Background: an optimization exercise with open tools, aiming at small area. Do not read the settings as production practice.
Where RTL was checked, it was by simulation tests only, not by an equivalence proof against the original.
Only the layout flow was run in run 1; the RTL was not checked for function there.
The clock cells of runs 5 to 8 come from the design's own scripts or RTL, not from TritonCTS.
The clock port is modelled as an ideal driver, which makes a skipped or thinned clock tree look cheaper than it is; a real chip needs a root buffer or a tree.
No activity file was given, so power comes from the tool's default toggle rates.

`config.mk`:
```
export PLATFORM = sky130hd
export DESIGN_NAME = sdram_master
export DESIGN_NICKNAME = sdram_master
export VERILOG_FILES = /design/flow/design.v
export SDC_FILE = /design/flow/constraint.sdc
export NUM_CORES = 4
export LEC_CHECK = 0
export CAP_MARGIN = 0
export CORE_MARGIN = 2
export CORE_UTILIZATION = 70
export GPL_TIMING_DRIVEN = 0
export SLEW_MARGIN = 0
```
`constraint.sdc`:
```
create_clock -name core_clock -period 10.0 [get_ports {clk}]
set_input_delay 2.0000 -clock core_clock [delete_from_list [all_inputs] [get_ports {clk}]]
set_output_delay 2.0000 -clock core_clock [all_outputs]
set_load 0.01 [all_outputs]
```
`design.v`:
```
module sdram_master(
input                       clk,
input                       waitrequest,
input                       readdatavalid,
input       [15:0]          readdata,
input                       reset_n,
input                       ready,
output                      chipselect,
output      [1:0]           byteenable,
output                      done,
output reg                  read_n,
output reg                  write_n,
output      [31:0]          address,
output reg  [15:0]          writedata,
output      [31:0]          toHexLed
);
localparam [3:0] RD0 = 4'd0;
localparam [3:0] RD1 = 4'd1;
localparam [3:0] RD2 = 4'd2;
localparam [3:0] RD3 = 4'd3;
localparam [3:0] RD4 = 4'd4;
localparam [3:0] RD5 = 4'd5;
localparam [3:0] RD6 = 4'd6;
localparam [3:0] RD7 = 4'd7;
localparam [3:0] RD8 = 4'd8;
localparam [3:0] RD9 = 4'd9;
localparam [3:0] RD10= 4'd10;
localparam [3:0] RDY = 4'd11;
localparam [3:0] WT  = 4'd12;
localparam [3:0] MX  = 4'd13;
localparam [3:0] MN  = 4'd14;
localparam [3:0] ID  = 4'd15;
reg [3:0]   st;
reg [3:0]   st_n;
reg [15:0]  maxnum;
reg [15:0]  minnum;
reg [31:18] addr_hi;
reg [17:1]  addr_ln;     
wire [31:1] addr = {addr_hi, ~addr_ln};
wire s_wait = (st == WT);
wire s_read = (st == RD0) | (st == RD1) | (st == RD2) | (st == RD3) | (st == RD4) | (st == RD5) | (st == RD6) | (st == RD7) | (st == RD8) | (st == RD9) | (st == RD10);
wire s_take = (st == RD0) | (st == RD1) | (st == RD2) | (st == RD3) | (st == RD4) | (st == RD5) | (st == RD6) | (st == RD7) | (st == RD8) | (st == RD9);      
wire s_max  = (st == MX);
wire s_wr   = (st == MX) | (st == MN);
assign done = (st == MX) | (st == MN) | (st == ID);
assign chipselect = 1'b1;
assign byteenable = 2'b11;
assign toHexLed   = {maxnum, minnum};
wire tdone = addr[17] & addr[16] & addr[11] & addr[10] & addr[8] & addr[6] & addr[1];
assign address = {addr_hi, ~(addr_ln | {17{s_wait}}), 1'b0};
always @(*) begin
    case (st)
    RD0: st_n = readdatavalid ? RD1 : RD0;
    RD1: st_n = readdatavalid ? RD2 : RD1;
    RD2: st_n = readdatavalid ? RD3 : RD2;
    RD3: st_n = readdatavalid ? RD4 : RD3;
    RD4: st_n = readdatavalid ? RD5 : RD4;
    RD5: st_n = readdatavalid ? RD6 : RD5;
    RD6: st_n = readdatavalid ? RD7 : RD6;
    RD7: st_n = readdatavalid ? RD8 : RD7;
    RD8: st_n = readdatavalid ? RD9 : RD8;
    RD9: st_n = readdatavalid ? RD10 : RD9;
    RD10: st_n = MX;
    RDY:  st_n = ready ? RD0 : WT;
    WT:   st_n = tdone ? RDY : WT;
    MX:   st_n = waitrequest ? MX : MN;
    MN:   st_n = waitrequest ? MN : ID;
    default: st_n = ID;
    endcase
end
always @(posedge clk) begin
    if (!reset_n) begin
        st      <= RDY;
        read_n  <= 1'b1;
        write_n <= 1'b1;
    end else begin
        st      <= st_n;
        read_n  <= ~s_read;
        write_n <= ~s_wr;
    end
end
genvar i;
wire [15:0] nrd = ~readdata;
wire [16:0] gemax, lmin;
assign gemax[0] = 1'b1;                    
assign lmin[0]  = 1'b0;                    
generate for (i = 0; i < 16; i = i + 1) begin : g_cmp
    assign gemax[i+1] = (maxnum[i] & nrd[i]) | (maxnum[i] & gemax[i]) | (nrd[i] & gemax[i]);
    assign lmin[i+1]  = (minnum[i] & nrd[i]) | (minnum[i] & lmin[i])  | (nrd[i] & lmin[i]);
end endgenerate
wire take    = s_take & readdatavalid;
wire upd_max = take & ~gemax[16];          
wire upd_min = take & lmin[16];            
wire mx_new  = upd_max & reset_n;
wire mx_old  = ~upd_max & reset_n;
wire mn_new  = ~upd_min | ~reset_n;        
wire mn_old  = upd_min | ~reset_n;
wire wd_max  = s_max & reset_n;
wire wd_min  = ~s_max & reset_n;
always @(posedge clk) begin
    maxnum    <= ({16{mx_new}} & readdata) | ({16{mx_old}} & maxnum);
    minnum    <= ({16{mn_new}} | readdata) & ({16{mn_old}} | minnum);
    writedata <= ({16{wd_max}} & maxnum) | ({16{wd_min}} & minnum);
end
wire [32:1] ac;
assign ac[1] = (s_read & ~waitrequest) | s_wait;
generate for (i = 1; i < 32; i = i + 1) begin : g_addr
    assign ac[i+1] = ac[i] & addr[i];
end endgenerate
reg [31:1] addr_n;
always @(*) begin
    if (!reset_n || (s_wait && tdone))
        addr_n = 31'd0;
    else if (done)
        addr_n = {27'd0, 3'b101, ~s_max};
    else
        addr_n = addr ^ ac[31:1];
end
always @(posedge clk) begin
    addr_hi <= addr_n[31:18];
    addr_ln <= ~addr_n[17:1];
end
endmodule
```
`flow/run.sh`:
```
#!/bin/bash
# Standard ORFS layout with: an area-oriented ABC script in synthesis (flow/synth.tcl,
# flow/abc.script), the smallest buffer cell for the port buffers, the buffers that
# Yosys/ABC left removed at floorplan, and a clock tree of small buffers where only the
# leaf buffers that need it are upsized (flow/post_cts_size.tcl).
set -euo pipefail
here=$(pwd)
export MY_ABC_SCRIPT=$here/flow/abc.script
export FLOW_SYNTH=$here/synth_recipe.tcl
bash standard.sh \
  SYNTH_SCRIPT=$here/flow/synth.tcl \
  REMOVE_ABC_BUFFERS=1 \
  BUFFER_PORTS_ARGS="-buffer_cell sky130_fd_sc_hd__buf_1" \
  CTS_ARGS="-sink_clustering_enable -repair_clock_nets -dont_use_dummy_load -buf_list {sky130_fd_sc_hd__clkbuf_4}" \
  POST_CTS_TCL=$here/flow/post_cts_size.tcl \
  finish > flow.log 2>&1
```
`flow/abc.script`:
```
strash
&get -n
&deepsyn -T 60
&put
strash
dch -f
map -a
topo
```
`flow/post_cts_size.tcl`:
```
# POST_CTS hook: clock_tree_synthesis runs with small clock buffers only; here any clock
# buffer whose output slew (placement estimate) is above CLK_SLEW_UP ns is swapped for the
# next larger clock buffer, until none is or all are at the largest size allowed.
set cs_sizes {sky130_fd_sc_hd__clkbuf_2 sky130_fd_sc_hd__clkbuf_4 sky130_fd_sc_hd__clkbuf_8 sky130_fd_sc_hd__clkbuf_16}
set cs_limit 0.110
if {[info exists ::env(CLK_SLEW_UP)]} { set cs_limit $::env(CLK_SLEW_UP) }
for {set pass 0} {$pass < 4} {incr pass} {
  estimate_parasitics -placement
  set changed 0
  foreach inst [get_cells *] {
    set ref [get_property $inst ref_name]
    set i [lsearch $cs_sizes $ref]
    if {$i < 0 || $i == [llength $cs_sizes] - 1} { continue }
    # only buffers that drive flip-flops: the limit is on flip-flop clock pins
    set leaf 0
    foreach p [get_pins -of_objects [get_nets -of_objects [get_pins [get_name $inst]/X]]] {
      if {[get_property $p direction] eq "input" && [string match "*/CLK" [get_full_name $p]]} { set leaf 1 }
    }
    if {!$leaf} { continue }
    set s [get_property [get_pins [get_name $inst]/X] slew_max]
    if {$s > $cs_limit} {
      puts "cs: [get_name $inst] $ref slew $s -> [lindex $cs_sizes [expr {$i + 1}]]"
      replace_cell $inst [lindex $cs_sizes [expr {$i + 1}]]
      incr changed
    }
  }
  if {$changed == 0} { break }
  detailed_placement
}
estimate_parasitics -placement
set cs_worst 0
foreach p [get_pins -hierarchical */CLK] {
  set s [get_property $p slew_max]
  if {$s > $cs_worst} { set cs_worst $s }
}
puts "cs: worst flip-flop clock slew (placement estimate) $cs_worst"
```
`flow/synth.tcl`:
```
# The standard flow's synthesis script, with ABC's mapping script replaced by flow/abc.script
# (area-oriented; only the combinational logic is remapped, registers are untouched).
proc abc {args} {
  set i [lsearch $args -script]
  lset args [expr {$i + 1}] $::env(MY_ABC_SCRIPT)
  set j [lsearch $args -D]
  if {$j >= 0} { set args [lreplace $args $j [expr {$j + 1}]] }
  yosys abc {*}$args
}
source $::env(FLOW_SYNTH)
```
`standard.sh`:
```
#!/bin/bash
# synth_recipe.tcl (not shown) runs the flow's synth.tcl, then flattens the netlist and writes it again
# the make line also repeats each setting of config.mk as NAME=value (left out here)
make -C /OpenROAD-flow-scripts/flow DESIGN_CONFIG=/design/flow/config.mk WORK_HOME=/design/flow/orfs CLKGATE_MAP_FILE= SYNTH_SCRIPT=/design/flow/synth_recipe.tcl "${@:-finish}"
```
==> summary.txt, run 1 <==
Layout
  • Layout cell share with drive strength beyond 1: 0.0234
  • Area growth, synth to finish: 15.8%
  • ANT cells: 0
  • Fillers: roughly 330
  • Final net count: 565

Clock network
  • Clk Latency, worst-skew pair: 0.41 ns
  • Clock transition at path regs: around 0.08 ns
  • CTS sink cnt: 85
  • CTS tree: yes

Timing
  • Setup TNS Final: 0 ns
  • Pins Over Slew Limit: 0
  • Fin Hold WS: about 0.48 ns
  • Relative slew margins: 0.178
  • Clock Skews: approximately 0.026 ns
  • RSZ-0062 raised after global routing: false
  • Setup Viol. Count Final: 0
  • Crit share post-route: 0.767
  • Tmin final: ~7.7 ns
  • Max Clock Freq: 130 MHz
  • Worst-Margin Slew: around 1.2 ns
  • Hold Vio Cnt, Final: 0

Global route
  • First-pass GRT wire length: ~12000 um
  • Vias in the first global route: around 2800
  • Gr ovfl total: 0
  • Initial antenna violation count: 0
  • Largest net degree at the start of global routing: 19
  • Gr usage total: 0.278

Routing
  • Vias: 3189
  • Vias per Instance: roughly 5.5
  • 1st-iter DRT viols: between 200 and 250
  • Drt drc: 0
  • Post-Route WL: approximately 7600 um
  • Total iterations of the first detailed-routing run: 5
  • Remaining antenna violation count: 0
  • Routed wire per std cell: approximately 13 um

Placement
  • Gpl congestion: approximately 0.86
  • Port bufs: 102
  • Dpl hpwl: roughly 5500 um

Worst setup path
  • Cells on worst reg2reg path: 37
  • Crit. End Element: flop
  • CP delay by family, top: adder cells
  • Critical Path Source Type: input pin
  • Crit path depth: 36
  • WP buf/inv: 2
  • CP Max Fanout: 2
  • Crit Path Category: in -> reg
  • Worst endpoint required time: slightly above 10 ns
  • CP arrival: 7.95 ns
  • Slowest cell delay on critical path: about 0.19 ns
  • Critical Path Most Common Cell: ha_1
  • Slowest CP cell: ha_1

Synthesis
  • Synth top cells by count: 91 x clkinv_1, 85 x dfxtp_1, 48 x o22ai_1, 43 x nor2_1, 33 x nand2_1
  • Post-synth top area cell: dfxtp_1
  • Netlist cell types: 21
  • Largest cells by area after synthesis: dfxtp_1 49%, ha_1 11%, clkinv_1 9.9%
  • Post-synth EDFFs: 0
  • Post-synthesis register bit count: 85
  • Seq/Total Area, Yosys: 0.493
  • Synth top area share: 0.493
  • Most common cell in the synthesized netlist: clkinv_1
  • Gate Count Post-Synth: approximately 400
  • Area of the mapped netlist: between 3000 and 4000 um2
  • Ys async rst share: 0
  • Mean Syn Cell Area: about 8.6 um2
  • Synth Flop Type: dfxtp_1
  • Yosys warns: 1

Power
  • Leakage power: between 1.5 and 2 nW
  • Power per cell area: approximately 210 nW/um2
  • Max VDD drop: 0.154 mV

Die
  • # rows: 25
  • IO Count: 107
  • Core Region: roughly 4800 um2
  • Die height: 74.2 um
  • Initial Util: 0.726
  • Die area: between 5000 and 6000 um2
  • Die width: roughly 74 um

Min path
  • Worst Hold Depth: 2
  • Hold WC Path Type: reg -> reg

Flow run
  • Max_cap viols: 0

Status
  • Status: no timing/DRC/antenna violations
metrics by stage:
stage,area [um2],util,cells,total power [mW],setup slack (ns)
after floorplan,3430,-,400,0.602,2.38
final,4000,0.841,579,0.842,2.33
after detailed placement,3910,0.823,570,0.690,1.88
after global placement,3900,0.819,569,0.680,1.98
after global routing,4000,0.841,579,0.890,1.94
final timing paths:
path	endpoint	startpoint	slack [ns]
setup / recovery	addr_hi[31]	waitrequest	2.33
setup reg to reg	addr_hi[31]	st[0]	3.13
hold / removal	minnum[0]	minnum[0]	0.48
hold reg to reg	minnum[0]	minnum[0]	0.48
logic make-up (layout without fill, tap and decap cells):
group / Yosys count / after routing / synth area share
AOI/OAI and AO/OA: 102 / 102 / 0.186
xor gates and xnor gates: 1 / 1 / 0.00254
adders and majority gates: 30 / 30 / 0.109
buffers and inverters: 95 / 203 / 0.108
DFF: 85 / 85 / 0.493
other: 2 / 4 / 0.00218
and+or+nand+nor: 87 / 87 / 0.100
state kept, by name, indices dropped and copies added (netlist names):
name and count:
read_n 1, write_n 1, addr_hi 14, maxnum 16
writedata 16, st 4, minnum 16, addr_ln 17
layer usage:
layer / wire (um) / global-route usage / vias up
met5: 0 / 0 / -
met4: 99 / 0.109 / 0
met3: 644 / 0.0637 / 13
met2: 3650 / 0.474 / 154
met1: 3180 / 0.344 / 1440
li1: - / - / 1582
report_power, final:
group	switching, mW	leakage (nW)	internal, mW	total, mW
sequential	0.0359	0.697	0.392	0.428
clock	0.0989	0.0492	0.0547	0.154
combinational	0.179	0.888	0.0810	0.260
area by class of cell:
type                    instances  area (um2)  area share
multi-input cells             224        1390       0.348
clock buffers                   9        86.3      0.0216
flip-flops and latches         85        1700       0.426
inverters                      91         342      0.0854
repair buffers                103         394      0.0986
well taps                      67        83.8      0.0210
cell usage in the layout (no fill, tap or decap):
cell type / count
or2_2: 1
nor3_1: 5
o221ai_1: 1
o211ai_1: 1
ha_1: 30
dfxtp_1: 85
o21ai_0: 15
a211oi_1: 2
a22oi_1: 22
clkinv_1: 91
a211oi_2: 1
nor4_1: 2
nand2_1: 33
nor2_1: 43
conb_1: 4
xnor2_1: 1
o31ai_1: 1
o22ai_1: 48
nand4_1: 1
clkbuf_8: 3
buf_6: 1
nand3_1: 2
a21oi_1: 11
buf_1: 102
clkbuf_4: 6
worst register-to-register path: cells and delay by family (launching register included):
| family | cells | cell delay, ns |
|---|---|---|
| compound gates | 2 | 0.24 |
| xor+xnor | 1 | 0.17 |
| fa+ha+maj | 30 | 5.41 |
| buf+inv | 1 | 0.12 |
| flops | 1 | 0.39 |
| simple gates | 3 | 0.41 |
==> run 2, diff against run 1 <==
--- a/design.v
+++ b/design.v
@@ -80,16 +80,15 @@
     end
 end
 genvar i;
-wire [15:0] nrd = ~readdata;
-wire [16:0] gemax, lmin;
-assign gemax[0] = 1'b1;                    
-assign lmin[0]  = 1'b0;                    
+wire [16:0] gmax, lmin;
+assign gmax[0] = 1'b0;
+assign lmin[0] = 1'b0;
 generate for (i = 0; i < 16; i = i + 1) begin : g_cmp
-    assign gemax[i+1] = (maxnum[i] & nrd[i]) | (maxnum[i] & gemax[i]) | (nrd[i] & gemax[i]);
-    assign lmin[i+1]  = (minnum[i] & nrd[i]) | (minnum[i] & lmin[i])  | (nrd[i] & lmin[i]);
+    assign gmax[i+1] = (readdata[i] & ~maxnum[i]) | (readdata[i] & gmax[i]) | (~maxnum[i] & gmax[i]);
+    assign lmin[i+1] = (minnum[i] & ~readdata[i]) | (minnum[i] & lmin[i]) | (~readdata[i] & lmin[i]);
 end endgenerate
 wire take    = s_take & readdatavalid;
-wire upd_max = take & ~gemax[16];          
+wire upd_max = take & gmax[16];            
 wire upd_min = take & lmin[16];            
 wire mx_new  = upd_max & reset_n;
 wire mx_old  = ~upd_max & reset_n;
==> flow/run.sh (replaced) <==
#!/bin/bash
# Standard ORFS layout with: area-oriented ABC scripts in synthesis, the smallest result
# kept, and no separate half/full-adder extraction before them (flow/synth.tcl,
# flow/abc_s*.script), the smallest buffer cell for the port buffers, the buffers that
# Yosys/ABC left removed at floorplan, and a clock tree of small buffers where only the
# leaf buffers that need it are upsized (flow/post_cts_size.tcl).
set -euo pipefail
here=$(pwd)
export MY_ABC_SCRIPTS="$(ls $here/flow/abc_s*.script | tr '\n' ' ')"
export FLOW_SYNTH=$here/synth_recipe.tcl
bash standard.sh \
  SYNTH_SCRIPT=$here/flow/synth.tcl \
  REMOVE_ABC_BUFFERS=1 ADDER_MAP_FILE= SKIP_REPAIR_TIE_FANOUT=1 \
  BUFFER_PORTS_ARGS="-buffer_cell sky130_fd_sc_hd__buf_1" \
  CTS_ARGS="-sink_clustering_enable -repair_clock_nets -dont_use_dummy_load -buf_list {sky130_fd_sc_hd__clkbuf_4}" \
  POST_CTS_TCL=$here/flow/post_cts_size.tcl \
  finish > flow.log 2>&1
==> flow/abc_s1.script (new file) <==
strash
&get -n
&deepsyn -T 60 -S 1
&put
strash
dch -f
amap
topo
==> flow/synth.tcl (replaced) <==
# The standard flow's synthesis script, with ABC's mapping step replaced: ABC runs once per script
# listed in MY_ABC_SCRIPTS (area-oriented scripts, differing only in the random seed of
# &deepsyn), and the mapping with the smallest cell area is kept. Only the combinational
# logic is remapped; the registers are untouched.
proc abc {args} {
  set i [lsearch $args -script]
  set j [lsearch $args -D]
  if {$j >= 0} { set args [lreplace $args $j [expr {$j + 1}]] }
  set libargs {}
  foreach lib $::env(LIB_FILES) { lappend libargs -liberty $lib }
  yosys design -save my_pre_abc
  set best ""
  set best_area 1e30
  foreach script $::env(MY_ABC_SCRIPTS) {
    yosys design -load my_pre_abc
    lset args [expr {$i + 1}] $script
    yosys abc {*}$args
    yosys opt_clean
    yosys tee -q -o $::env(OBJECTS_DIR)/my_abc_stat.txt stat {*}$libargs
    set f [open $::env(OBJECTS_DIR)/my_abc_stat.txt r]
    set area 1e30
    foreach line [split [read $f] "\n"] {
      if {[regexp {Chip area for module .*: ([0-9.]+)} $line -> a]} { set area $a }
    }
    close $f
    puts "my_abc: $script area $area"
    if {$area < $best_area} {
      set best_area $area
      set best $script
      yosys design -save my_best_abc
    }
  }
  puts "my_abc: kept $best area $best_area"
  yosys design -load my_best_abc
}
source $::env(FLOW_SYNTH)
--- a/config.mk
+++ b/config.mk
@@ -7,6 +7,6 @@
 export LEC_CHECK = 0
 export CAP_MARGIN = 0
 export CORE_MARGIN = 2
-export CORE_UTILIZATION = 70
+export CORE_UTILIZATION = 78
 export GPL_TIMING_DRIVEN = 0
 export SLEW_MARGIN = 0
removed: flow/abc.script
==> summary.txt, run 2 <==
Die
  • Die height: around 70 um
  • # rows: 23
  • Initial Util: 0.821
  • IO Count: between 100 and 150
  • Die width: 69.1 um

Synthesis
  • Synth top cells by count: 85 x dfxtp_1, 61 x clkinv_1, 56 x nor2_1, 29 x o22ai_1, 23 x o21ai_0
  • Ys async rst share: 0
  • Simple-Gate Fraction of Synth Area: 0.161
  • Gate Count Post-Synth: 387
  • Adder-Cell Fraction of Synth Area: 0
  • Largest cells by area after synthesis: dfxtp_1 51%, clkinv_1 6.9%, nor2_1 6.4%
  • Area of the mapped netlist: 3310 um2
  • Yosys warns: 1
  • Post-synthesis register bit count: 85
  • XOR/XNOR share of the synthesized area: 0
  • Netlist cell types: 30
  • Synth top area share: 0.514
  • Post-synth top area cell: dfxtp_1
  • Mean Syn Cell Area: ~8.5 um2
  • Post-synth EDFFs: 0
  • Mux cell area share after synthesis: 0
  • Most common cell in the synthesized netlist: dfxtp_1
  • Synth Flop Type: dfxtp_1
  • Largest family of logic cells by synthesized area: compound AO/OA/AOI/OAI gates
  • Seq/Total Area, Yosys: 0.514
  • Post-synthesis compound-gate area fraction: 0.244

Status
  • Err: [ERROR GPL-0301] Utilization 101.842 % exceeds 100%.
  • Failing step: 3_3_place_gp
  • Status: stopped before the end

Placement
  • Port bufs: slightly above 100
[run 2: logic make-up after synthesis]
kind of cell,count (synthesis)
buffers and inverters,65
other,2
AND/OR/NAND/NOR,119
flip-flops,85
AO/OA/AOI/OAI,116
==> run 3, diff against run 2 <==
--- a/config.mk
+++ b/config.mk
@@ -7,6 +7,7 @@
 export LEC_CHECK = 0
 export CAP_MARGIN = 0
 export CORE_MARGIN = 2
-export CORE_UTILIZATION = 78
+export CORE_UTILIZATION = 70
 export GPL_TIMING_DRIVEN = 0
+export PLACE_DENSITY = 0.85
 export SLEW_MARGIN = 0
==> summary.txt, run 3 <==
Worst setup path
  • Cells on worst reg2reg path: 29
  • Flop-to-flop setup slack: roughly 4.5 ns
  • Crit. End Element: flop
  • Critical Path Source Type: input pin
  • CP arrival: roughly 7 ns
  • Crit Path Category: in -> reg
  • Worst endpoint required time: 10.30 ns
  • Worst R2R Start: st[1]
  • Reg-to-Reg End: addr_hi[31]
  • CP Max Fanout: 4

Power
  • Power per cell area: between 200 and 250 nW/um2
  • Tot Pwr: between 0.8 and 0.9 mW
  • Leakage power: approximately 1.4 nW
  • Max VDD drop: 0.155 mV

Layout
  • Post-layout util: 0.827
  • Most common cell after layout, fill and taps aside: buf_1
  • Area growth, synth to finish: 15.7%
  • ANT cells: 0
  • Finished Layout Cells: 549
  • Final net count: 518
  • Largest Register: addr_ln
  • Most frequent cells in the layout: 102 x buf_1, 85 x dfxtp_1, 61 x clkinv_1
  • Final Cell Area: 3830 um2
  • Layout cell share with drive strength beyond 1: 0.0222
  • Max reg flops: 17

Timing
  • Relative slew margins: 0.349
  • Worst-Margin Slew: between 0.9 and 1 ns
  • RSZ-0062 raised after global routing: false
  • Tmin final: approximately 6.7 ns
  • PnR worst setup slack: 3.33 ns
  • Pins Over Slew Limit: 0
  • Hold Vio Cnt, Final: 0
  • Setup Viol. Count Final: 0
  • Fin Hold WS: 0.487 ns
  • Max Clock Freq: around 150 MHz
  • Crit share post-route: 0.667
  • Setup TNS Final: 0 ns
  • Clock Skews: between 0.03 and 0.04 ns

Synthesis
  • Area of the mapped netlist: around 3300 um2
  • Netlist cell types: 30
  • Ys async rst share: 0
  • Synth top cells by count: 85 x dfxtp_1, 61 x clkinv_1, 56 x nor2_1, 29 x o22ai_1, 23 x o21ai_0
  • Most common cell in the synthesized netlist: dfxtp_1
  • Gate Count Post-Synth: between 300 and 400
  • Mean Syn Cell Area: 8.55 um2
  • Yosys warns: 1
  • Post-synth top area cell: dfxtp_1
  • Synth top area share: 0.514
  • Seq/Total Area, Yosys: 0.514
  • Synth Flop Type: dfxtp_1
  • Post-synth EDFFs: 0
  • Largest cells by area after synthesis: dfxtp_1 51%, clkinv_1 6.9%, nor2_1 6.4%
  • Post-synthesis register bit count: between 80 and 90

Flow run
  • Max_cap viols: 0

Global route
  • Gr usage total: 0.296
  • Largest net degree at the start of global routing: 24
  • Initial antenna violation count: 0
  • First-pass GRT wire length: between 10000 and 15000 um
  • Vias in the first global route: 2881
  • Gr ovfl total: 0

Placement
  • Dpl hpwl: 5640 um
  • Cells after DPL: 540
  • Dpl ws: roughly 3.0 ns
  • Dpl cell area: about 3700 um2
  • Gpl congestion: around 0.90
  • Port bufs: slightly above 100

Die
  • Die area: around 5300 um2
  • Die width: 72.7 um
  • # rows: 25
  • IO Count: 107
  • Initial Util: 0.715
  • Die height: just over 70 um
  • Core Region: approximately 4600 um2

Min path
  • Hold WC Path Type: reg -> reg
  • Worst Hold Depth: 2
  • Worst Hold End: writedata[0]
  • Critical hold path startpoint: maxnum[0]

Routing
  • Post-Route WL: ~8000 um
  • Vias per Instance: approximately 6
  • Routed wire per std cell: about 14 um
  • 1st-iter DRT viols: between 200 and 250
  • Drt drc: 0
  • Vias: 3200
  • Total iterations of the first detailed-routing run: 6
  • Remaining antenna violation count: 0

Clock network
  • CTS tree: yes
  • Clk Latency, worst-skew pair: ~0.43 ns
  • CTS sink cnt: 85
  • Clock transition at path regs: around 0.1 ns

Status
  • Status: no timing/DRC/antenna violations
## run 3: worst max-delay path, cell delays in order
cell	delay, ns
buf_1	0.10
o21ai_0	0.23
nand2_1	0.13
nor2_1	0.14
clkinv_1	0.10
nor2_1	0.18
nand2_1	0.11
nor2_1	0.18
nand2_1	0.11
nor2_1	0.19
nand2_1	0.13
nor2_1	0.18
nand2_1	0.12
nor2_1	0.18
nand2_1	0.12
nor2_1	0.17
nand2_1	0.13
or2_0	0.28
nor3_1	0.35
and2_0	0.25
and3_1	0.22
and3_1	0.21
and3_1	0.20
and3_1	0.20
and3_1	0.23
and3_1	0.21
nor2_1	0.05
a211oi_1	0.24
## run 3: kinds of logic (layout without fill, tap and decap cells)
family,count (synthesis),in the layout,share of synthesized area
compound gates,116,116,0.244
flops,85,85,0.514
buf+inv,65,173,0.0783
simple gates,119,119,0.161
other cells,2,2,0.00227
## run 3: power breakdown
part / internal [mW] / total, mW / switching [mW]
Clock: 0.0546 / 0.152 / 0.0978
Combinational: 0.0987 / 0.288 / 0.190
Sequential: 0.404 / 0.454 / 0.0497
## run 3: worst max-delay path by stage
stage	cells past startpoint	start	to	slack, ns
global route	28	waitrequest	addr_hi[31]	2.72
global placement	28	waitrequest	addr_hi[31]	3.32
floorplan	27	waitrequest	addr_hi[31]	3.91
finish	28	waitrequest	addr_hi[31]	3.33
detailed placement	28	waitrequest	addr_hi[31]	3.01
## run 3: final cells by class
class	count	area (um2)
Tap cell	54	67.6
Multi-Input combinational cell	237	1350
Clock buffer	9	86.3
Fill cell	316	802
Sequential cell	85	1700
Timing Repair Buffer	103	390
Inverter	61	229
## run 3: routing by layer
layer  global-route usage  up-vias  wire [um]
li1                     -     1597          -
met1                0.348     1466       3310
met2                0.505      119       3850
met3               0.0622       18        507
met4                0.160        0        189
met5                    0        -          0
==> run 4, diff against run 3 <==
==> flow/abc_s0.script (new file) <==
strash
&get -n
&deepsyn -T 60 -S 0
&put
strash
dch -f
amap
topo
==> flow/abc_s2.script (new file) <==
strash
&get -n
&deepsyn -T 60 -S 2
&put
strash
dch -f
amap
topo
==> flow/abc_s3.script (new file) <==
strash
&get -n
&deepsyn -T 60 -S 3
&put
strash
dch -f
amap
topo
==> flow/abc_s4.script (new file) <==
strash
&get -n
&deepsyn -T 60 -S 4
&put
strash
dch -f
amap
topo
--- a/config.mk
+++ b/config.mk
@@ -9,5 +9,4 @@
 export CORE_MARGIN = 2
 export CORE_UTILIZATION = 70
 export GPL_TIMING_DRIVEN = 0
-export PLACE_DENSITY = 0.85
 export SLEW_MARGIN = 0
==> summary.txt, run 4 <==
Die
  • IO Count: 107
  • # rows: 25
  • Initial Util: 0.715
  • Die height: ~73 um
  • Die area: roughly 5300 um2
  • Die width: 72.7 um
  • Core Region: ~4600 um2

Layout
  • Final net count: between 500 and 600
  • Finished Layout Cells: approximately 550
  • Final Cell Area: around 3800 um2
  • Max reg flops: 17
  • Most frequent cells in the layout: 102 x buf_1, 85 x dfxtp_1, 61 x clkinv_1
  • ANT cells: 0
  • Most common cell after layout, fill and taps aside: buf_1
  • Post-layout util: 0.827
  • Largest Register: addr_ln
  • Layout cell share with drive strength beyond 1: 0.0222
  • Area growth, synth to finish: 15.7%

Global route
  • First-pass GRT wire length: about 12000 um
  • Gr usage total: 0.287
  • Gr ovfl total: 0
  • Vias in the first global route: 2731
  • Initial antenna violation count: 0
  • Largest net degree at the start of global routing: 24

Placement
  • Dpl cell area: between 3000 and 4000 um2
  • Port bufs: 102
  • Dpl hpwl: 5450 um
  • Gpl congestion: ~0.87
  • Dpl ws: 2.98 ns
  • Cells after DPL: 540

Timing
  • Setup Viol. Count Final: 0
  • Pins Over Slew Limit: 0
  • Tmin final: 6.75 ns
  • Setup TNS Final: 0 ns
  • RSZ-0062 raised after global routing: false
  • Worst-Margin Slew: approximately 0.96 ns
  • Clock Skews: ~0.033 ns
  • Max Clock Freq: approximately 150 MHz
  • Crit share post-route: 0.675
  • PnR worst setup slack: roughly 3.3 ns
  • Relative slew margins: 0.358
  • Hold Vio Cnt, Final: 0

Synthesis
  • Area of the mapped netlist: approximately 3300 um2
  • Seq/Total Area, Yosys: 0.514
  • Gate Count Post-Synth: just under 400
  • Synth top cells by count: 85 x dfxtp_1, 61 x clkinv_1, 56 x nor2_1, 29 x o22ai_1, 23 x o21ai_0
  • Ys async rst share: 0
  • Synth top area share: 0.514
  • Post-synth EDFFs: 0
  • Synth Flop Type: dfxtp_1
  • Mean Syn Cell Area: between 8 and 9 um2
  • Most common cell in the synthesized netlist: dfxtp_1
  • Netlist cell types: 30
  • Largest cells by area after synthesis: dfxtp_1 51%, clkinv_1 6.9%, nor2_1 6.4%
  • Yosys warns: 1
  • Post-synth top area cell: dfxtp_1
  • Post-synthesis register bit count: 85

Worst setup path
  • Crit. End Element: flop
  • Flop-to-flop setup slack: between 4 and 5 ns
  • Critical Path Source Type: input pin
  • Crit Path Category: in -> reg
  • Setup crit end: addr_hi[31]
  • Reg-to-Reg End: addr_hi[31]
  • CP Max Fanout: 4
  • Cells on worst reg2reg path: 29
  • CP Launch Point: waitrequest
  • Worst R2R Start: st[1]
  • Worst endpoint required time: 10.32 ns
  • CP arrival: roughly 7.1 ns

Routing
  • Vias per Instance: about 5.8
  • 1st-iter DRT viols: roughly 180
  • Routed wire per std cell: between 10 and 15 um
  • Remaining antenna violation count: 0
  • Post-Route WL: 7580 um
  • Drt drc: 0
  • Total iterations of the first detailed-routing run: 5
  • Vias: between 3000 and 4000

Clock network
  • CTS sink cnt: 85
  • CTS tree: yes
  • Clock transition at path regs: 0.11 ns
  • Clk Latency, worst-skew pair: 0.41 ns

Min path
  • Critical hold path startpoint: maxnum[0]
  • Hold WC Path Type: reg -> reg

Status
  • Status: no timing/DRC/antenna violations

Flow run
  • Max_cap viols: 0

Power
  • Power per cell area: between 200 and 250 nW/um2
  • Max VDD drop: 0.144 mV
  • Leakage power: about 1.4 nW
[run 4: cell counts in the layout (fill, tap and decap cells not counted)]
Identical to the previous run, type by type.
[run 4: critical path: stages]
cell	delay (ns)
buf_1	0.09
o21ai_0	0.27
nand2_1	0.14
nor2_1	0.15
clkinv_1	0.10
nor2_1	0.17
nand2_1	0.12
nor2_1	0.18
nand2_1	0.12
nor2_1	0.18
nand2_1	0.12
nor2_1	0.17
nand2_1	0.12
nor2_1	0.18
nand2_1	0.13
nor2_1	0.20
nand2_1	0.12
or2_0	0.31
nor3_1	0.34
and2_0	0.26
and3_1	0.22
and3_1	0.21
and3_1	0.21
and3_1	0.20
and3_1	0.23
and3_1	0.22
nor2_1	0.05
a211oi_1	0.23
[run 4: through the flow]
stage	hold WS, ns	power [mW]
global placement	0.447	0.728
detailed placement	0.469	0.740
global route	0.508	0.938
floorplan	0.451	0.642
finish	0.475	0.890
[run 4: cell families after synthesis]
kind of cell,after synthesis,share of synthesized area
compound gates,116,0.244
buf+inv,65,0.0783
flops,85,0.514
other cells,2,0.00227
simple gates,119,0.161
[run 4: worst min path at each step]
stage | endpoint | slack [ns] | depth (start not counted)
2_1_floorplan | st[3] | 0.45 | 2
3_3_place_gp | addr_hi[31] | 0.45 | 1
3_5_place_dp | st[3] | 0.47 | 2
5_1_grt | writedata[0] | 0.51 | 2
6_report | writedata[0] | 0.48 | 2
[run 4: area by class of cell]
class | instances | area [um2]
inverter | 61 | 229
fill | 315 | 802
clock buffer | 9 | 86.3
multi-input combinational | 237 | 1350
sequential | 85 | 1700
timing repair buffer | 103 | 390
tap | 54 | 67.6
[run 4: power by group]
group	switching, mW	leakage (nW)	internal [mW]
Sequential	0.0481	0.698	0.404
Clock	0.0984	0.0492	0.0547
Combinational	0.186	0.625	0.0987
Total	0.333	1.37	0.557
[run 4: per-layer routing]
layer	GRT usage	wire, um	vias up
met3	0.0663	493	14
met2	0.496	3740	140
met1	0.339	3210	1433
met5	0	0	-
met4	0.130	136	0
li1	-	-	1593
==> run 5, diff against run 4 <==
==> flow/run.sh (replaced) <==
#!/bin/bash
# Standard ORFS layout with: area-oriented ABC scripts in synthesis, the smallest result
# kept, and no separate half/full-adder extraction before them (flow/synth.tcl,
# flow/abc_s*.script), the smallest buffer cell for the port buffers, the buffers that
# Yosys/ABC left removed at floorplan, and a balanced two-level clock tree of small
# buffers built after CTS in place of its tree (flow/post_cts_manual.tcl, which upsizes
# only the leaf buffers that need it with flow/post_cts_size.tcl).
set -euo pipefail
here=$(pwd)
export MY_ABC_SCRIPTS="$(ls $here/flow/abc_s*.script | tr '\n' ' ')"
export FLOW_SYNTH=$here/synth_recipe.tcl
bash standard.sh \
  SYNTH_SCRIPT=$here/flow/synth.tcl \
  REMOVE_ABC_BUFFERS=1 ADDER_MAP_FILE= SKIP_REPAIR_TIE_FANOUT=1 \
  BUFFER_PORTS_ARGS="-buffer_cell sky130_fd_sc_hd__buf_1" \
  CTS_ARGS="-sink_clustering_enable -repair_clock_nets -dont_use_dummy_load -buf_list {sky130_fd_sc_hd__clkbuf_4}" \
  POST_CTS_TCL=$here/flow/post_cts_manual.tcl \
  finish > flow.log 2>&1
==> flow/post_cts_manual.tcl (new file) <==
# POST_CTS hook: replace the clock tree that clock_tree_synthesis built by a balanced
# two-level tree: the clock port drives one root buffer, the root drives CLK_NLEAF leaf
# buffers, and each leaf drives one group of flip-flops. The groups come from recursive
# bisection of the flip-flop locations (median cuts across the longer side), so they are
# compact and differ in size by at most one. Each leaf sits at its group's centre; a leaf
# whose output slew (placement estimate) is above CLK_SLEW_UP ns is swapped for a larger
# clock buffer.

proc mt_center {inst} {
  set b [$inst getBBox]
  return [list [expr {([$b xMin] + [$b xMax]) / 2.0}] [expr {([$b yMin] + [$b yMax]) / 2.0}]]
}

# items: list of {x y payload}; returns a list of k groups
proc mt_bisect {items k} {
  if {$k <= 1} { return [list $items] }
  set xs [lmap it $items {lindex $it 0}]
  set ys [lmap it $items {lindex $it 1}]
  set dx [expr {[tcl::mathfunc::max {*}$xs] - [tcl::mathfunc::min {*}$xs]}]
  set dy [expr {[tcl::mathfunc::max {*}$ys] - [tcl::mathfunc::min {*}$ys]}]
  set axis [expr {$dx >= $dy ? 0 : 1}]
  set sorted [lsort -real -index $axis $items]
  set k1 [expr {$k / 2}]
  set n1 [expr {int(round([llength $items] * double($k1) / $k))}]
  return [concat [mt_bisect [lrange $sorted 0 [expr {$n1 - 1}]] $k1] \
                 [mt_bisect [lrange $sorted $n1 end] [expr {$k - $k1}]]]
}

proc mt_rebuild_clock_tree {clkname nleaf rootcell leafcell} {
  set block [ord::get_db_block]
  set clknet [$block findNet $clkname]
  set bufs {}
  set nets {}
  set sinks {}
  set todo [list $clknet]
  while {[llength $todo] > 0} {
    set net [lindex $todo 0]
    set todo [lrange $todo 1 end]
    foreach it [$net getITerms] {
      if {[$it isOutputSignal]} { continue }
      set inst [$it getInst]
      set master [$inst getMaster]
      if {[$master isSequential]} {
        lappend sinks $it
      } elseif {[string match "sky130_fd_sc_hd__clkbuf_*" [$master getName]]} {
        lappend bufs $inst
        set onet [[$inst findITerm X] getNet]
        if {$onet ne "NULL" && $onet ne ""} { lappend nets $onet; lappend todo $onet }
      } else {
        error "unexpected cell [$inst getName] ([$master getName]) on the clock network"
      }
    }
  }
  puts "mt: clock network had [llength $bufs] buffers and [llength $sinks] sinks"
  foreach it $sinks { $it disconnect }
  foreach inst $bufs { odb::dbInst_destroy $inst }
  foreach net $nets { odb::dbNet_destroy $net }

  set items {}
  foreach it $sinks {
    set c [mt_center [$it getInst]]
    lappend items [list [lindex $c 0] [lindex $c 1] $it]
  }
  set groups [mt_bisect $items $nleaf]

  # root buffer at the centre of the leaf buffers
  set rmaster [[ord::get_db] findMaster $rootcell]
  set lmaster [[ord::get_db] findMaster $leafcell]
  set root [odb::dbInst_create $block $rmaster "clkbuf_root"]
  set rnet [odb::dbNet_create $block "clknet_root"]
  $rnet setSigType CLOCK
  [$root findITerm A] connect $clknet
  [$root findITerm X] connect $rnet
  set sx 0.0
  set sy 0.0
  set k 0
  foreach g $groups {
    set gx 0.0
    set gy 0.0
    foreach it $g { set gx [expr {$gx + [lindex $it 0]}]; set gy [expr {$gy + [lindex $it 1]}] }
    set gx [expr {$gx / [llength $g]}]
    set gy [expr {$gy / [llength $g]}]
    set inst [odb::dbInst_create $block $lmaster "clkbuf_leaf_$k"]
    set net [odb::dbNet_create $block "clknet_leaf_$k"]
    $net setSigType CLOCK
    [$inst findITerm A] connect $rnet
    [$inst findITerm X] connect $net
    $inst setLocation [expr {int($gx)}] [expr {int($gy)}]
    $inst setPlacementStatus PLACED
    foreach it $g { [lindex $it 2] connect $net }
    puts "mt: clkbuf_leaf_$k drives [llength $g] flip-flops"
    set sx [expr {$sx + $gx}]
    set sy [expr {$sy + $gy}]
    incr k
  }
  $root setLocation [expr {int($sx / $k)}] [expr {int($sy / $k)}]
  $root setPlacementStatus PLACED
}

set mt_nleaf 9
if {[info exists ::env(CLK_NLEAF)]} { set mt_nleaf $::env(CLK_NLEAF) }
mt_rebuild_clock_tree [get_name [get_ports clk]] $mt_nleaf sky130_fd_sc_hd__clkbuf_4 sky130_fd_sc_hd__clkbuf_4
detailed_placement
source [file join [file dirname [info script]] post_cts_size.tcl]
check_placement -verbose
report_clock_skew
removed: flow/abc_s0.script
removed: flow/abc_s2.script
removed: flow/abc_s3.script
removed: flow/abc_s4.script
==> summary.txt, run 5 <==
Status
  • Status: no timing/DRC/antenna violations

Placement
  • Cells after DPL: 540
  • Dpl ws: 2.98 ns
  • Port bufs: approximately 100
  • Dpl hpwl: 5450 um
  • Gpl congestion: 0.875

Synthesis
  • Largest family of logic cells by synthesized area: compound AO/OA/AOI/OAI gates
  • Gate Count Post-Synth: 387
  • Synth top cells by count: 85 x dfxtp_1, 61 x clkinv_1, 56 x nor2_1, 29 x o22ai_1, 23 x o21ai_0
  • Ys async rst share: 0
  • Yosys warns: 1
  • Synth Flop Type: dfxtp_1
  • Netlist cell types: 30
  • Area of the mapped netlist: between 3000 and 4000 um2
  • Post-synthesis register bit count: between 80 and 90
  • Mux cell area share after synthesis: 0
  • Simple-Gate Fraction of Synth Area: 0.161
  • Post-synth top area cell: dfxtp_1
  • Post-synth EDFFs: 0
  • Seq/Total Area, Yosys: 0.514
  • Post-synthesis compound-gate area fraction: 0.244
  • Largest cells by area after synthesis: dfxtp_1 51%, clkinv_1 6.9%, nor2_1 6.4%
  • Synth top area share: 0.514
  • Most common cell in the synthesized netlist: dfxtp_1
  • XOR/XNOR share of the synthesized area: 0
  • Adder-Cell Fraction of Synth Area: 0
  • Mean Syn Cell Area: about 8.5 um2

Routing
  • Post-Route WL: ~7700 um
  • 1st-iter DRT viols: 195
  • Drt drc: 0
  • Remaining antenna violation count: 0
  • Total iterations of the first detailed-routing run: 5
  • Vias per Instance: just under 6
  • Routed wire per std cell: about 14 um
  • Vias: approximately 3200

Worst setup path
  • Worst R2R Start: st[1]
  • Flop-to-flop setup slack: between 4 and 5 ns
  • Critical Path Source Type: input pin
  • Crit Path Category: in -> reg
  • Crit. End Element: flop
  • CP arrival: about 7.0 ns
  • CP Max Fanout: 4
  • Reg-to-Reg End: addr_hi[31]
  • Cells on worst reg2reg path: 29
  • Worst endpoint required time: 10.31 ns

Global route
  • Gr usage total: 0.280
  • Gr ovfl total: 0
  • Vias in the first global route: ~2800
  • Largest net degree at the start of global routing: 24
  • First-pass GRT wire length: ~12000 um
  • Initial antenna violation count: 0

Layout
  • Finished Layout Cells: 550
  • Most common cell after layout, fill and taps aside: buf_1
  • Most frequent cells in the layout: 102 x buf_1, 85 x dfxtp_1, 61 x clkinv_1
  • Largest Register: addr_ln
  • Layout cell share with drive strength beyond 1: 0.0242
  • Final net count: ~520
  • Max reg flops: 17
  • Fillers: around 320
  • Area growth, synth to finish: 15.4%
  • ANT cells: 0

Clock network
  • CTS sink cnt: 85
  • Clock transition at path regs: 0.10 ns
  • Clk Latency, worst-skew pair: approximately 0.42 ns

Timing
  • PnR worst setup slack: 3.28 ns
  • Worst-Margin Slew: around 0.95 ns
  • Relative slew margins: 0.366
  • Hold Vio Cnt, Final: 0
  • Tmin final: around 6.7 ns
  • Crit share post-route: 0.672
  • Setup Viol. Count Final: 0
  • Setup TNS Final: 0 ns
  • RSZ-0062 raised after global routing: false
  • Max Clock Freq: between 100 and 150 MHz
  • Pins Over Slew Limit: 0
  • Clock Skews: approximately 0.0078 ns

Die
  • IO Count: roughly 110
  • Die area: 5290 um2
  • Initial Util: 0.715
  • Die height: 72.7 um
  • # rows: 25
  • Core Region: ~4600 um2
  • Die width: 72.7 um

Power
  • Max VDD drop: 0.149 mV
  • Tot Pwr: just under 0.9 mW
  • Power per cell area: about 230 nW/um2
  • Leakage power: 1.37 nW

Min path
  • Worst Hold Depth: 2
  • Critical hold path startpoint: st[3]
  • Hold WC Path Type: reg -> reg
  • Worst Hold End: st[3]

Flow run
  • Max_cap viols: 0
run 5: changes by cell type in the layout (fill, tap and decap cells not counted):
cell	delta
clkbuf_4	+4
clkbuf_8	-3
run 5: how the worst max path moves through the flow:
stage                  end         from  cells past startpoint
2_1_floorplan  addr_hi[31]  waitrequest                     27
3_3_place_gp   addr_hi[31]  waitrequest                     28
3_5_place_dp   addr_hi[31]  waitrequest                     28
5_1_grt        addr_hi[31]  waitrequest                     28
6_report       addr_hi[31]  waitrequest                     28
run 5: cells by family after synthesis:
| logic type | count (synthesis) |
|---|---|
| DFF | 85 |
| AOI/OAI and AO/OA | 116 |
| buffers and inverters | 65 |
| and+or+nand+nor | 119 |
| other | 2 |
run 5: metal layers:
layer | part of all wire | vias up | global-route usage | wire length, um
met5 | 0 | - | 0 | 0
met4 | 0.019 | 0 | 0.0988 | 147
met1 | 0.42 | 1450 | 0.345 | 3210
li1 | - | 1587 | - | -
met3 | 0.075 | 15 | 0.0525 | 576
met2 | 0.49 | 147 | 0.489 | 3720
run 5: report_power, final:
part / switching, mW / internal (mW) / leakage [nW]
logic: 0.187 / 0.0987 / 0.625
registers: 0.0481 / 0.404 / 0.698
clock network: 0.0997 / 0.0464 / 0.0460
total: 0.334 / 0.549 / 1.37
run 5: per-stage QoR:
step / utilization / hold slack [ns] / cell area, um2
floorplan: - / 0.451 / 3280
global route: 0.824 / 0.514 / 3820
detailed placement: 0.808 / 0.469 / 3740
global placement: 0.805 / 0.447 / 3730
finish: 0.824 / 0.483 / 3820
run 5: layout make-up:
class,count,area (um2),share of cell area
Sequential cell,85,1700,0.446
Multi-Input combinational cell,237,1350,0.354
Timing Repair Buffer,103,390,0.102
Inverter,61,229,0.0600
Buffer,10,75.1,0.0197
Tap cell,54,67.6,0.0177
run 5: critical path, cell delays in order:
cell	delay, ns
buf_1	0.09
o21ai_0	0.27
nand2_1	0.14
nor2_1	0.15
clkinv_1	0.09
nor2_1	0.17
nand2_1	0.12
nor2_1	0.18
nand2_1	0.12
nor2_1	0.19
nand2_1	0.12
nor2_1	0.17
nand2_1	0.12
nor2_1	0.18
nand2_1	0.13
nor2_1	0.19
nand2_1	0.12
or2_0	0.30
nor3_1	0.34
and2_0	0.26
and3_1	0.22
and3_1	0.21
and3_1	0.21
and3_1	0.20
and3_1	0.23
and3_1	0.22
nor2_1	0.05
a211oi_1	0.24
==> run 6, diff against run 5 <==
--- a/flow/post_cts_manual.tcl
+++ b/flow/post_cts_manual.tcl
@@ -4,7 +4,7 @@
 # bisection of the flip-flop locations (median cuts across the longer side), so they are
 # compact and differ in size by at most one. Each leaf sits at its group's centre; a leaf
 # whose output slew (placement estimate) is above CLK_SLEW_UP ns is swapped for a larger
-# clock buffer.
+# clock buffer. Then cells with slack to spare are downsized (repair_timing -recover_power).
 
 proc mt_center {inst} {
   set b [$inst getBBox]
@@ -102,5 +102,10 @@
 mt_rebuild_clock_tree [get_name [get_ports clk]] $mt_nleaf sky130_fd_sc_hd__clkbuf_4 sky130_fd_sc_hd__clkbuf_4
 detailed_placement
 source [file join [file dirname [info script]] post_cts_size.tcl]
+# downsize cells on paths with slack to spare (the clock period leaves plenty)
+repair_timing -recover_power 100 -verbose
+detailed_placement
 check_placement -verbose
+estimate_parasitics -placement
 report_clock_skew
+report_design_area
==> summary.txt, run 6 <==
Status
  • Status: no timing/DRC/antenna violations

Synthesis
  • Yosys warns: 1
  • Mux cell area share after synthesis: 0
  • Netlist cell types: 30
  • Ys async rst share: 0
  • Post-synth EDFFs: 0
  • Post-synth top area cell: dfxtp_1
  • Post-synthesis register bit count: 85
  • Simple-Gate Fraction of Synth Area: 0.161
  • Mean Syn Cell Area: between 8 and 9 um2
  • Most common cell in the synthesized netlist: dfxtp_1
  • Largest cells by area after synthesis: dfxtp_1 51%, clkinv_1 6.9%, nor2_1 6.4%
  • Seq/Total Area, Yosys: 0.514
  • Area of the mapped netlist: 3310 um2
  • Synth top area share: 0.514
  • Adder-Cell Fraction of Synth Area: 0
  • Post-synthesis compound-gate area fraction: 0.244
  • Synth top cells by count: 85 x dfxtp_1, 61 x clkinv_1, 56 x nor2_1, 29 x o22ai_1, 23 x o21ai_0
  • Gate Count Post-Synth: about 390
  • XOR/XNOR share of the synthesized area: 0
  • Synth Flop Type: dfxtp_1
  • Largest family of logic cells by synthesized area: compound AO/OA/AOI/OAI gates

Layout
  • ANT cells: 0
  • Max reg flops: 17
  • Post-layout util: 0.822
  • Area growth, synth to finish: 15.1%
  • Largest Register: addr_ln
  • Layout cell share with drive strength beyond 1: 0.0202
  • Final net count: roughly 520
  • Most common cell after layout, fill and taps aside: buf_1
  • Most frequent cells in the layout: 101 x buf_1, 85 x dfxtp_1, 61 x clkinv_1
  • Final Cell Area: 3810 um2

Timing
  • Tmin final: between 6 and 7 ns
  • Clock Skews: around 0.0099 ns
  • Worst-Margin Slew: 0.948 ns
  • Max Clock Freq: about 150 MHz
  • Crit share post-route: 0.672
  • Pins Over Slew Limit: 0
  • Fin Hold WS: around 0.48 ns
  • Hold Vio Cnt, Final: 0
  • RSZ-0062 raised after global routing: false
  • Relative slew margins: 0.368
  • Setup Viol. Count Final: 0
  • Setup TNS Final: 0 ns

Placement
  • Gpl congestion: 0.875
  • Dpl hpwl: between 5000 and 6000 um
  • Port bufs: 102
  • Dpl cell area: 3740 um2

Worst setup path
  • Crit. End Element: flop
  • Critical Path Source Type: input pin
  • Worst endpoint required time: around 10 ns
  • CP Max Fanout: 4
  • Crit Path Category: in -> reg
  • CP arrival: a little over 7 ns

Global route
  • Largest net degree at the start of global routing: 24
  • Gr usage total: 0.280
  • Vias in the first global route: around 2800
  • Initial antenna violation count: 0
  • Gr ovfl total: 0
  • First-pass GRT wire length: roughly 12000 um

Power
  • Leakage power: between 1 and 1.5 nW
  • Tot Pwr: a little under 0.9 mW
  • Power per cell area: around 230 nW/um2
  • Max VDD drop: ~0.15 mV

Routing
  • Total iterations of the first detailed-routing run: 6
  • Remaining antenna violation count: 0
  • Vias per Instance: 5.78
  • Post-Route WL: roughly 7600 um
  • 1st-iter DRT viols: between 150 and 200
  • Drt drc: 0
  • Routed wire per std cell: between 10 and 15 um
  • Vias: 3180

Die
  • Initial Util: 0.715
  • # rows: 25
  • Die area: about 5300 um2
  • Die height: 72.7 um
  • IO Count: roughly 110
  • Core Region: 4630 um2
  • Die width: ~73 um

Min path
  • Hold WC Path Type: reg -> reg

Clock network
  • Clock transition at path regs: around 0.10 ns
  • CTS sink cnt: 85
  • Clk Latency, worst-skew pair: around 0.42 ns

Flow run
  • Max_cap viols: 0
-- run 6: kinds of logic after synthesis --
kind of cell / Yosys count
AND/OR/NAND/NOR: 119
other: 2
AO/OA/AOI/OAI: 116
buffers and inverters: 65
flip-flops: 85
-- run 6: power breakdown --
group | total (mW) | switching (mW) | internal, mW
sequential | 0.451 | 0.0473 | 0.404
clock | 0.146 | 0.0998 | 0.0464
combinational | 0.284 | 0.185 | 0.0982
-- run 6: stage by stage --
stage | setup WS (ns) | std cells
after floorplan | 3.91 | 383
after global routing | 2.74 | 550
after detailed placement | 2.98 | 540
after global placement | 3.38 | 539
final | 3.28 | 550
-- run 6: worst paths after layout --
path              slack (ns)  cells past startpoint        start           to
hold reg to reg         0.48                      2        st[3]        st[3]
setup / recovery        3.28                     28  waitrequest  addr_hi[31]
setup reg to reg        4.39                     29        st[1]  addr_hi[31]
hold / removal          0.48                      2        st[3]        st[3]
-- run 6: layout make-up --
class                   count  area (um2)
plain buffers              10        75.1
fillers                   322         822
inverters                  61         229
multi-input cells         237        1350
flip-flops and latches     85        1700
well taps                  54        67.6
repair buffers            103         387
-- run 6: metal layers --
metal	track usage	vias to the layer above	wire (um)
met1	0.346	1446	3190
met2	0.490	130	3780
met5	0	-	0
met4	0.0967	0	147
li1	-	1588	-
met3	0.0525	16	504
-- run 6: critical path, cell delays in order --
cell and delay, ns:
buf_1 0.09, o21ai_0 0.27, nand2_1 0.14, nor2_1 0.15
clkinv_1 0.09, nor2_1 0.17, nand2_1 0.12, nor2_1 0.18
nand2_1 0.12, nor2_1 0.18, nand2_1 0.12, nor2_1 0.17
nand2_1 0.12, nor2_1 0.18, nand2_1 0.13, nor2_1 0.19
nand2_1 0.12, or2_0 0.30, nor3_1 0.34, and2_0 0.26
and3_1 0.22, and3_1 0.21, and3_1 0.21, and3_1 0.20
and3_1 0.23, and3_1 0.22, nor2_1 0.05, a211oi_1 0.24
==> run 7, diff against run 6 <==
==> flow/abc_s0.script (new file) <==
strash
&get -n
&deepsyn -T 60 -S 0
&put
strash
dch -f
amap
topo
==> flow/abc_s2.script (new file) <==
strash
&get -n
&deepsyn -T 60 -S 2
&put
strash
dch -f
amap
topo
==> flow/abc_s3.script (new file) <==
strash
&get -n
&deepsyn -T 60 -S 3
&put
strash
dch -f
amap
topo
==> flow/abc_s4.script (new file) <==
strash
&get -n
&deepsyn -T 60 -S 4
&put
strash
dch -f
amap
topo
==> flow/abc_s5.script (new file) <==
strash
&get -n
&deepsyn -T 60 -S 5
&put
strash
dch -f
amap
topo
==> flow/abc_s6.script (new file) <==
strash
&get -n
&deepsyn -T 60 -S 6
&put
strash
dch -f
amap
topo
==> flow/abc_s7.script (new file) <==
strash
&get -n
&deepsyn -T 60 -S 7
&put
strash
dch -f
amap
topo
==> summary.txt, run 7 <==
Synthesis
  • Most common cell in the synthesized netlist: dfxtp_1
  • Yosys warns: 1
  • Seq/Total Area, Yosys: 0.514
  • Area of the mapped netlist: 3310 um2
  • Largest cells by area after synthesis: dfxtp_1 51%, clkinv_1 6.9%, nor2_1 6.4%
  • Post-synth EDFFs: 0
  • Ys async rst share: 0
  • Netlist cell types: 30
  • Gate Count Post-Synth: between 300 and 400
  • Mean Syn Cell Area: around 8.5 um2
  • Synth top cells by count: 85 x dfxtp_1, 61 x clkinv_1, 56 x nor2_1, 29 x o22ai_1, 23 x o21ai_0
  • Synth Flop Type: dfxtp_1
  • Post-synth top area cell: dfxtp_1
  • Post-synthesis register bit count: between 80 and 90
  • Synth top area share: 0.514

Timing
  • Hold Vio Cnt, Final: 0
  • Tmin final: about 6.7 ns
  • Setup Viol. Count Final: 0
  • RSZ-0062 raised after global routing: false
  • Pins Over Slew Limit: 0
  • Max Clock Freq: 149 MHz
  • Relative slew margins: 0.368
  • Clock Skews: 0.00991 ns
  • Setup TNS Final: 0 ns
  • Worst-Margin Slew: 0.948 ns
  • Crit share post-route: 0.672

Worst setup path
  • Crit Path Category: in -> reg
  • CP Max Fanout: 4
  • Critical Path Source Type: input pin
  • Slowest CP cell: nor3_1
  • CP delay by family, top: simple AND/OR/NAND/NOR gates
  • Crit. End Element: flop
  • Flop-to-flop setup slack: between 4 and 5 ns
  • Worst R2R Start: st[1]
  • Slowest cell delay on critical path: between 0.3 and 0.4 ns
  • Worst endpoint required time: 10.31 ns
  • Critical Path Most Common Cell: nor2_1
  • WP buf/inv: 2
  • Crit path depth: 28
  • Reg-to-Reg End: addr_hi[31]
  • CP arrival: 7.04 ns
  • Cells on worst reg2reg path: 29

Die
  • Die width: between 70 and 80 um
  • Die area: between 5000 and 6000 um2
  • Die height: 72.7 um
  • Core Region: between 4000 and 5000 um2
  • # rows: 25
  • Initial Util: 0.715
  • IO Count: roughly 110

Layout
  • ANT cells: 0
  • Most frequent cells in the layout: 101 x buf_1, 85 x dfxtp_1, 61 x clkinv_1
  • Max reg flops: 17
  • Layout cell share with drive strength beyond 1: 0.0202
  • Area growth, synth to finish: 15.1%
  • Final net count: roughly 520
  • Most common cell after layout, fill and taps aside: buf_1
  • Largest Register: addr_ln
  • Fillers: roughly 320

Placement
  • Gpl congestion: 0.875
  • Port bufs: about 100
  • Dpl hpwl: ~5400 um

Global route
  • Initial antenna violation count: 0
  • Gr usage total: 0.280
  • First-pass GRT wire length: between 10000 and 15000 um
  • Vias in the first global route: about 2800
  • Largest net degree at the start of global routing: 24
  • Gr ovfl total: 0

Power
  • Leakage power: 1.36 nW
  • Tot Pwr: slightly below 0.9 mW
  • Power per cell area: around 230 nW/um2
  • Max VDD drop: around 0.15 mV

Min path
  • Worst Hold Depth: 2
  • Hold WC Path Type: reg -> reg
  • Critical hold path startpoint: st[3]
  • Worst Hold End: st[3]

Routing
  • Remaining antenna violation count: 0
  • 1st-iter DRT viols: roughly 200
  • Vias: between 3000 and 4000
  • Routed wire per std cell: 13.9 um
  • Drt drc: 0
  • Post-Route WL: approximately 7600 um
  • Vias per Instance: about 5.8
  • Total iterations of the first detailed-routing run: 6

Flow run
  • Max_cap viols: 0

Clock network
  • CTS sink cnt: 85
  • Clk Latency, worst-skew pair: approximately 0.42 ns
  • Clock transition at path regs: about 0.1 ns

Status
  • Status: no timing/DRC/antenna violations
[run 7: cell type report]
type                       instances  area [um2]  area share
sequential                        85        1700       0.447
tap                               54        67.6      0.0177
inverter                          61         229      0.0601
multi-input combinational        237        1350       0.354
buffer                            10        75.1      0.0197
timing repair buffer             103         387       0.102
[run 7: routing by layer]
metal | wire, um | global-route usage | share of wire | up-vias
li1 | - | - | - | 1588
met1 | 3190 | 0.346 | 0.42 | 1446
met2 | 3780 | 0.490 | 0.50 | 130
met3 | 504 | 0.0525 | 0.066 | 16
met4 | 147 | 0.0967 | 0.019 | 0
met5 | 0 | 0 | 0 | -
[run 7: kinds of logic (layout without fill, tap and decap cells)]
group / Yosys count / after routing / synth area share
and+or+nand+nor: 119 / 119 / 0.161
AOI/OAI and AO/OA: 116 / 116 / 0.244
DFF: 85 / 85 / 0.514
buffers and inverters: 65 / 174 / 0.0783
other: 2 / 2 / 0.00227
[run 7: worst min-delay path, cell delays in order, from the launching register on]
cell and delay, ns:
dfxtp_1 0.34, clkinv_1 0.04, o21ai_0 0.07
[run 7: report_power, final]
group / leakage, nW / switching [mW] / internal, mW
combinational: 0.620 / 0.185 / 0.0982
sequential: 0.698 / 0.0473 / 0.404
clock: 0.0460 / 0.0998 / 0.0464
total: 1.36 / 0.333 / 0.548
[run 7: worst max-delay path by stage]
stage                           start           to  slack [ns]
after floorplan           waitrequest  addr_hi[31]        3.91
after global placement    waitrequest  addr_hi[31]        3.38
after detailed placement  waitrequest  addr_hi[31]        2.98
after global routing      waitrequest  addr_hi[31]        2.74
final                     waitrequest  addr_hi[31]        3.28
[run 7: stage by stage]
step,cell area [um2],util,setup WS (ns),cells,hold slack (ns)
global route,3810,0.822,2.74,550,0.514
detailed placement,3740,0.808,2.98,540,0.469
finish,3810,0.822,3.28,550,0.485
floorplan,3280,-,3.91,383,0.451
global placement,3730,0.805,3.38,539,0.447
==> run 8, diff against run 7 <==
==> flow/abc_s0h.script (new file) <==
strash
if -K 6
mfs2
strash
&get -n
&deepsyn -T 60 -S 0
&put
strash
dch -f
amap
topo
==> flow/abc_s0m.script (new file) <==
strash
&get -n
&deepsyn -T 60 -S 0
&put
strash
dch -f
amap
topo
mfs3 -ae
topo
==> flow/abc_s1m.script (new file) <==
strash
&get -n
&deepsyn -T 60 -S 1
&put
strash
dch -f
amap
topo
mfs3 -ae
topo
==> flow/abc_s2m.script (new file) <==
strash
&get -n
&deepsyn -T 60 -S 2
&put
strash
dch -f
amap
topo
mfs3 -ae
topo
==> flow/abc_s3h.script (new file) <==
strash
if -K 6
mfs2
strash
&get -n
&deepsyn -T 60 -S 3
&put
strash
dch -f
amap
topo
==> flow/abc_s3m.script (new file) <==
strash
&get -n
&deepsyn -T 60 -S 3
&put
strash
dch -f
amap
topo
mfs3 -ae
topo
==> flow/abc_s4m.script (new file) <==
strash
&get -n
&deepsyn -T 60 -S 4
&put
strash
dch -f
amap
topo
mfs3 -ae
topo
==> flow/abc_s5m.script (new file) <==
strash
&get -n
&deepsyn -T 60 -S 5
&put
strash
dch -f
amap
topo
mfs3 -ae
topo
==> flow/abc_s6m.script (new file) <==
strash
&get -n
&deepsyn -T 60 -S 6
&put
strash
dch -f
amap
topo
mfs3 -ae
topo
==> flow/abc_s7m.script (new file) <==
strash
&get -n
&deepsyn -T 60 -S 7
&put
strash
dch -f
amap
topo
mfs3 -ae
topo
==> summary.txt, run 8 <==
Timing
  • Tmin final: around 6.5 ns
  • Max Clock Freq: approximately 150 MHz
  • Relative slew margins: 0.168
  • RSZ-0062 raised after global routing: false
  • Setup Viol. Count Final: 0
  • PnR worst setup slack: ~3.5 ns
  • Clock Skews: 0.00799 ns
  • Crit share post-route: 0.649
  • Setup TNS Final: 0 ns
  • Worst-Margin Slew: between 1 and 1.5 ns
  • Hold Vio Cnt, Final: 0
  • Pins Over Slew Limit: 0

Routing
  • M1 WL: 3150 um
  • DR top layer: met4
  • Remaining antenna violation count: 0
  • Length of routed met3 wiring: roughly 570 um
  • Total iterations of the first detailed-routing run: 5
  • Drt drc: 0
  • Routed wire per std cell: about 14 um
  • Post-Route WL: approximately 7700 um
  • Met2 wire length: between 3000 and 4000 um
  • Vias per Instance: between 5 and 6
  • Vias: 3187
  • 1st-iter DRT viols: roughly 180

Layout
  • Area growth, synth to finish: 15.1%
  • Storage cell area: about 1700 um2
  • Most frequent cells in the layout: 101 x buf_1, 85 x dfxtp_1, 55 x clkinv_1
  • Final net count: just over 500
  • Fillers: slightly below 300
  • Finished Layout Cells: approximately 550
  • Largest Register: addr_ln
  • Max reg flops: 17
  • Final Cell Area: between 3000 and 4000 um2
  • Most common cell after layout, fill and taps aside: buf_1
  • ANT cells: 0
  • Layout cell share with drive strength beyond 1: 0.0223
  • Multi-input combinational cell area: around 1400 um2

Worst setup path
  • Worst R2R Start: st[1]
  • WP buf/inv: 2
  • Crit. End Element: flop
  • CP Max Fanout: 4
  • CP delay by family, top: simple AND/OR/NAND/NOR gates
  • Critical Path Most Common Cell: nor2_1
  • Slowest cell delay on critical path: around 0.27 ns
  • Flop-to-flop setup slack: 4.60 ns
  • Crit path depth: 28
  • Critical Path Source Type: input pin
  • Cells on worst reg2reg path: 29
  • Crit Path Category: in -> reg
  • CP arrival: between 6 and 7 ns
  • Worst endpoint required time: 10.35 ns
  • Reg-to-Reg End: addr_hi[31]
  • Slowest CP cell: or2_0

Power
  • Max VDD drop: approximately 0.15 mV
  • Power per cell area: ~230 nW/um2
  • Leakage power: approximately 1.4 nW

Placement
  • Port bufs: 102
  • Dpl hpwl: 5610 um
  • Cells after DPL: 535
  • Gpl congestion: 0.930
  • Dpl ws: between 3 and 4 ns
  • Dpl cell area: between 3000 and 4000 um2

Synthesis
  • Post-synth top area cell: dfxtp_1
  • Synth Flop Type: dfxtp_1
  • Largest cells by area after synthesis: dfxtp_1 52%, clkinv_1 6.3%, nor2_1 6.0%
  • Synth top area share: 0.517
  • Mean Syn Cell Area: roughly 8.6 um2
  • Synth top cells by count: 85 x dfxtp_1, 55 x clkinv_1, 53 x nor2_1, 29 x o22ai_1, 24 x o21ai_0
  • Gate Count Post-Synth: 385
  • Netlist cell types: 33
  • Most common cell in the synthesized netlist: dfxtp_1
  • Seq/Total Area, Yosys: 0.517
  • Ys async rst share: 0
  • Post-synthesis register bit count: 85
  • Area of the mapped netlist: about 3300 um2
  • Yosys warns: 1
  • Post-synth EDFFs: 0

Global route
  • Gr usage total: 0.290
  • First-pass GRT wire length: approximately 12000 um
  • Gr ovfl total: 0
  • Vias in the first global route: between 2000 and 3000
  • Largest net degree at the start of global routing: 24
  • Initial antenna violation count: 0

Clock network
  • Clk Latency, worst-skew pair: ~0.43 ns
  • CTS sink cnt: 85
  • Clock transition at path regs: 0.10 ns

Die
  • Die area: roughly 5300 um2
  • # rows: 24
  • IO Count: approximately 110
  • Initial Util: 0.741
  • Die height: 72.6 um
  • Core Region: 4440 um2
  • Die width: 72.6 um

Min path
  • Hold WC Path Type: reg -> reg
  • Critical hold path startpoint: maxnum[0]
  • Worst Hold Depth: 2
  • Worst Hold End: maxnum[0]

Flow run
  • Max_cap viols: 0

Status
  • Status: no timing/DRC/antenna violations
-- run 8: layout make-up --
type / instances / share of cell area
buffer: 10 / 0.0198
inverter: 55 / 0.0545
multi-input combinational: 241 / 0.359
sequential: 85 / 0.449
tap: 52 / 0.0172
timing repair buffer: 102 / 0.101
-- run 8: kinds of logic (layout without fill, tap and decap cells) --
kind of cell,count (synthesis),count (layout),share of synthesized area
buffers and inverters,59,167,0.0718
DFF,85,85,0.517
AOI/OAI and AO/OA,117,117,0.241
and+or+nand+nor,122,122,0.168
other,2,2,0.00228
-- run 8: worst reg2reg max path, delay by kind of cell, from the launching register on --
kind	cells	cell delay, ns
buffers and inverters	1	0.10
AND/OR/NAND/NOR	26	4.39
AO/OA/AOI/OAI	2	0.43
flip-flops	1	0.38
-- run 8: how the worst max path moves through the flow --
stage | start | to | slack [ns]
3_5_place_dp | waitrequest | addr_hi[31] | 3.15
6_report | waitrequest | addr_hi[31] | 3.51
5_1_grt | waitrequest | addr_hi[31] | 2.78
3_3_place_gp | waitrequest | addr_hi[31] | 3.43
2_1_floorplan | waitrequest | addr_hi[31] | 4.00
-- run 8: where the power goes --
group	internal [mW]	total, mW	switching, mW
Combinational	0.0974	0.268	0.171
Clock	0.0463	0.146	0.100
Sequential	0.402	0.452	0.0497
Total	0.546	0.866	0.320
-- run 8: per-layer routing --
layer  track usage  vias up
li1              -     1584
met1         0.365     1429
met2         0.512      155
met3        0.0442       19
met4        0.0905        0
met5             0        -
-- run 8: per-stage QoR --
| step | utilization | total power [mW] | hold slack [ns] |
|---|---|---|---|
| final | 0.853 | 0.866 | 0.484 |
| after global routing | 0.853 | 0.917 | 0.507 |
| after global placement | 0.835 | 0.709 | 0.447 |
| after floorplan | - | 0.627 | 0.448 |
| after detailed placement | 0.836 | 0.723 | 0.469 |

[re-timing with driven ports]
No port has a modelled driver above. Below, the same layouts with a new extraction and two added sets of constraints.
Step 1 sets driving cells, clkbuf_16 on the clock port and buf_2 on the other inputs (assumed; they add their load-dependent delay and slew).
Step 2 also shifts input and output timing later by t, the mid clock arrival at the registers, as if the neighbouring blocks saw the same clock.
a / b / c = no drivers / after step 1 / after step 2; a / b = the first two.
run | t, ns | slack for setup (ns)
run 1 | 0.424 | 2.327 / 2.331 / 1.907
run 3 | 0.436 | 3.334 / 3.339 / 2.903
run 4 | 0.425 | 3.252 / 3.259 / 2.834
run 5 | 0.446 | 3.281 / 3.288 / 2.842
run 6 | 0.448 | 3.276 / 3.283 / 2.835
run 7 | 0.448 | 3.276 / 3.283 / 2.835
run 8 | 0.457 | 3.514 / 3.519 / 3.062
After both steps every run listed still meets setup and hold.
